This design comes from an exercise in tuning for small area on the open sky130 flow, not from production work.
In this exercise RTL edits were held to simulation tests only and were not proved equivalent to the original.
Power and IR drop assume default switching activity.

==> flow/design.v (excerpt) <==
module xe_host
    (
    input               a8_clk,
    output              a8_mpd_n,
    output              a8_extsel_n,
    input       [15:0]  a8_a_IN,
    input       [7:0]   a8_d_IN,
    input               a8_rst_n_IN,
    input               a8_rw_IN,
    output      [7:0]   xio_data_OUT,
    output      [7:0]   xio_data_OE,
    output              xio_host_clk,
    output              xio_host_rts,
    input               xio_host_cts,
    output              xio_box_cts,
    input               sysclk
    );
export LEC_CHECK = 0
export CAP_MARGIN = 20
export CORE_MARGIN = 2
export CORE_UTILIZATION = 70
export SLEW_MARGIN = 20
export SYNTH_HIERARCHICAL = 1
export SYNTH_MINIMUM_KEEP_SIZE = 0
create_clock -name core_clock -period 10.0 [get_ports {sysclk}]
standard.sh (not shown) runs the stock make flow with config.mk's settings and CLKGATE_MAP_FILE= SYNTH_SCRIPT=/design/flow/synth_recipe.tcl, a recipe that flattens the netlist after the stock synthesis.
==> flow/flow/run.sh <==
#!/bin/bash
# Standard ORFS layout (the standard.sh, unchanged synthesis), with three
# changes to later steps:
#  - port buffers use the smallest buffer cell instead of the default pick;
#  - clock tree synthesis runs without dummy loads and with set sink clusters;
#  - after floorplan, logic cells go to their smallest-area drive strength
#    (flow/downsize.tcl); later repair steps resize where needed.
# Each tool's output goes to the ORFS logs under orfs/logs; make's own output
# goes to standard.log.
set -euo pipefail
bash standard.sh \
  BUFFER_PORTS_ARGS="-buffer_cell sky130_fd_sc_hd__buf_1" \
  CTS_ARGS="-sink_clustering_enable -repair_clock_nets -dont_use_dummy_load -buf_list sky130_fd_sc_hd__clkbuf_4 -sink_clustering_size 10 -sink_clustering_max_diameter 35" \
  POST_FLOORPLAN_TCL="$(pwd)/flow/downsize.tcl" \
  finish > standard.log 2>&1
==> flow/flow/downsize.tcl <==
# Swap each logic cell to the smallest-area drive strength of the same
# function (e.g. maj3_2 -> maj3_1, mux4_1 -> mux4_2), since the clock period
# leaves several ns of slack. Later repair steps still upsize or buffer where
# slew, capacitance or timing need it. Flip-flops, clock cells, buffers and
# inverters are left alone.
set db [ord::get_db]
set variants [dict create]
foreach lib [$db getLibs] {
  foreach m [$lib getMasters] {
    if {[regexp {^(sky130_fd_sc_hd__\w+?)_(\d+)$} [$m getName] -> stem drive]} {
      dict lappend variants $stem $m
    }
  }
}
set nswap 0
foreach inst [[ord::get_db_block] getInsts] {
  set m [$inst getMaster]
  if {![regexp {^(sky130_fd_sc_hd__(\w+?))_(\d+)$} [$m getName] -> stem fn drive]} { continue }
  if {[regexp {^(df|edf|sdf|sedf|dl|clk|buf|inv|tap|fill|decap|conb|diode|lpflow|probe)} $fn]} { continue }
  set best $m
  foreach v [dict get $variants $stem] {
    if {[$v getWidth] < [$best getWidth]} { set best $v }
  }
  if {$best ne $m} {
    $inst swapMaster $best
    incr nswap
  }
}
puts "downsize: swapped $nswap instances to a smaller variant"
==> next run, changes <==
--- a/flow/flow/run.sh
+++ b/flow/flow/run.sh
@@ -11,5 +11,5 @@
 bash standard.sh \
   BUFFER_PORTS_ARGS="-buffer_cell sky130_fd_sc_hd__buf_1" \
-  CTS_ARGS="-sink_clustering_enable -repair_clock_nets -dont_use_dummy_load -buf_list sky130_fd_sc_hd__clkbuf_4 -sink_clustering_size 10 -sink_clustering_max_diameter 35" \
+  CTS_ARGS="-sink_clustering_enable -repair_clock_nets -dont_use_dummy_load -buf_list sky130_fd_sc_hd__clkbuf_8 -sink_clustering_size 18 -sink_clustering_max_diameter 30" \
   POST_FLOORPLAN_TCL="$(pwd)/flow/downsize.tcl" \
   finish > standard.log 2>&1
After rerunning:
- setup slack loses 0.098 ns
- global-route usage rose by 0.62 points
- hold slack gains 0.011 ns
- first-iteration DRC count fell by 16%

---

Another version of the RTL of xe_host (not shown whole).
Size in the first run: roughly 470 flip-flops, about 50 I/O pins, ~0.014 sq mm of cells after synthesis.
export LEC_CHECK = 0
export CAP_MARGIN = 20
export CORE_MARGIN = 2
export CORE_UTILIZATION = 76
export SLEW_MARGIN = 20
export SYNTH_HIERARCHICAL = 1
export SYNTH_MINIMUM_KEEP_SIZE = 0
create_clock -name core_clock -period 10.0 [get_ports {sysclk}]
==> flow/flow/run.sh <==
#!/bin/bash
# Standard ORFS layout (the standard.sh, unchanged synthesis), with three
# changes to later steps:
#  - port buffers use the smallest buffer cell instead of the default pick;
#  - clock tree synthesis runs without dummy loads and with set sink clusters;
#  - after floorplan, logic cells go to their smallest-area drive strength
#    (flow/downsize.tcl); later repair steps resize where needed.
# Each tool's output goes to the ORFS logs under orfs/logs; make's own output
# goes to standard.log.
set -euo pipefail
bash standard.sh \
  BUFFER_PORTS_ARGS="-buffer_cell sky130_fd_sc_hd__buf_1" \
  CTS_ARGS="-sink_clustering_enable -repair_clock_nets -dont_use_dummy_load -buf_list sky130_fd_sc_hd__clkbuf_4 -sink_clustering_size 11 -sink_clustering_max_diameter 35" \
  POST_FLOORPLAN_TCL="$(pwd)/flow/downsize.tcl" \
  finish > standard.log 2>&1
Scripts as last shown in full above: flow/flow/downsize.tcl
==> next run, changes <==
--- a/flow/flow/run.sh
+++ b/flow/flow/run.sh
@@ -12,3 +12,3 @@
   BUFFER_PORTS_ARGS="-buffer_cell sky130_fd_sc_hd__buf_1" \
-  CTS_ARGS="-sink_clustering_enable -repair_clock_nets -dont_use_dummy_load -buf_list sky130_fd_sc_hd__clkbuf_4 -sink_clustering_size 11 -sink_clustering_max_diameter 35" \
+  CTS_ARGS="-sink_clustering_enable -repair_clock_nets -dont_use_dummy_load -buf_list sky130_fd_sc_hd__clkbuf_4 -sink_clustering_size 10 -sink_clustering_max_diameter 35" \
   POST_FLOORPLAN_TCL="$(pwd)/flow/downsize.tcl" \
--- a/flow/config.mk
+++ b/flow/config.mk
@@ -9,3 +9,3 @@
 export CORE_MARGIN = 2
-export CORE_UTILIZATION = 76
+export CORE_UTILIZATION = 70
 export SLEW_MARGIN = 20
Effect: Total power increases slightly. Sequential share of layout area came out lower by 0.37 points. Wire length is lower by a few percent.

## port drivers added, routing unchanged
The results above use ideal ports. As a check the final layouts listed here were re-extracted and re-timed, cells and wires unchanged.
Step 1 sets driving cells, clkbuf_16 on the clock port and buf_2 on the other inputs (assumed; they add their load-dependent delay and slew).
Step 2 also shifts input and output timing later by t, the mid clock arrival at the registers, as if the neighbouring blocks saw the same clock.
Three values: ideal, step 1, step 2; two values: the first two.
| run | t, ns | setup WS [ns] | hold slack, ns |
|---|---|---|---|
| the first run of note 1 | 0.709 | 3.256 / 3.276 / 2.567 | 0.273 / 0.273 / 0.273 |
| the second run of note 1 | 0.623 | 3.158 / 3.175 / 2.552 | 0.284 / 0.284 / 0.284 |
| the first run of note 2 | 0.700 | 3.099 / 3.115 / 2.416 | 0.311 / 0.311 / 0.311 |
| the second run of note 2 | 0.682 | 2.963 / 2.977 / 2.295 | 0.268 / 0.268 / 0.268 |
After both steps every run listed still meets setup and hold. The setup slack of the first run of note 1, which loses most, moves by +0.020 ns with the drivers and by -0.689 ns with both steps.
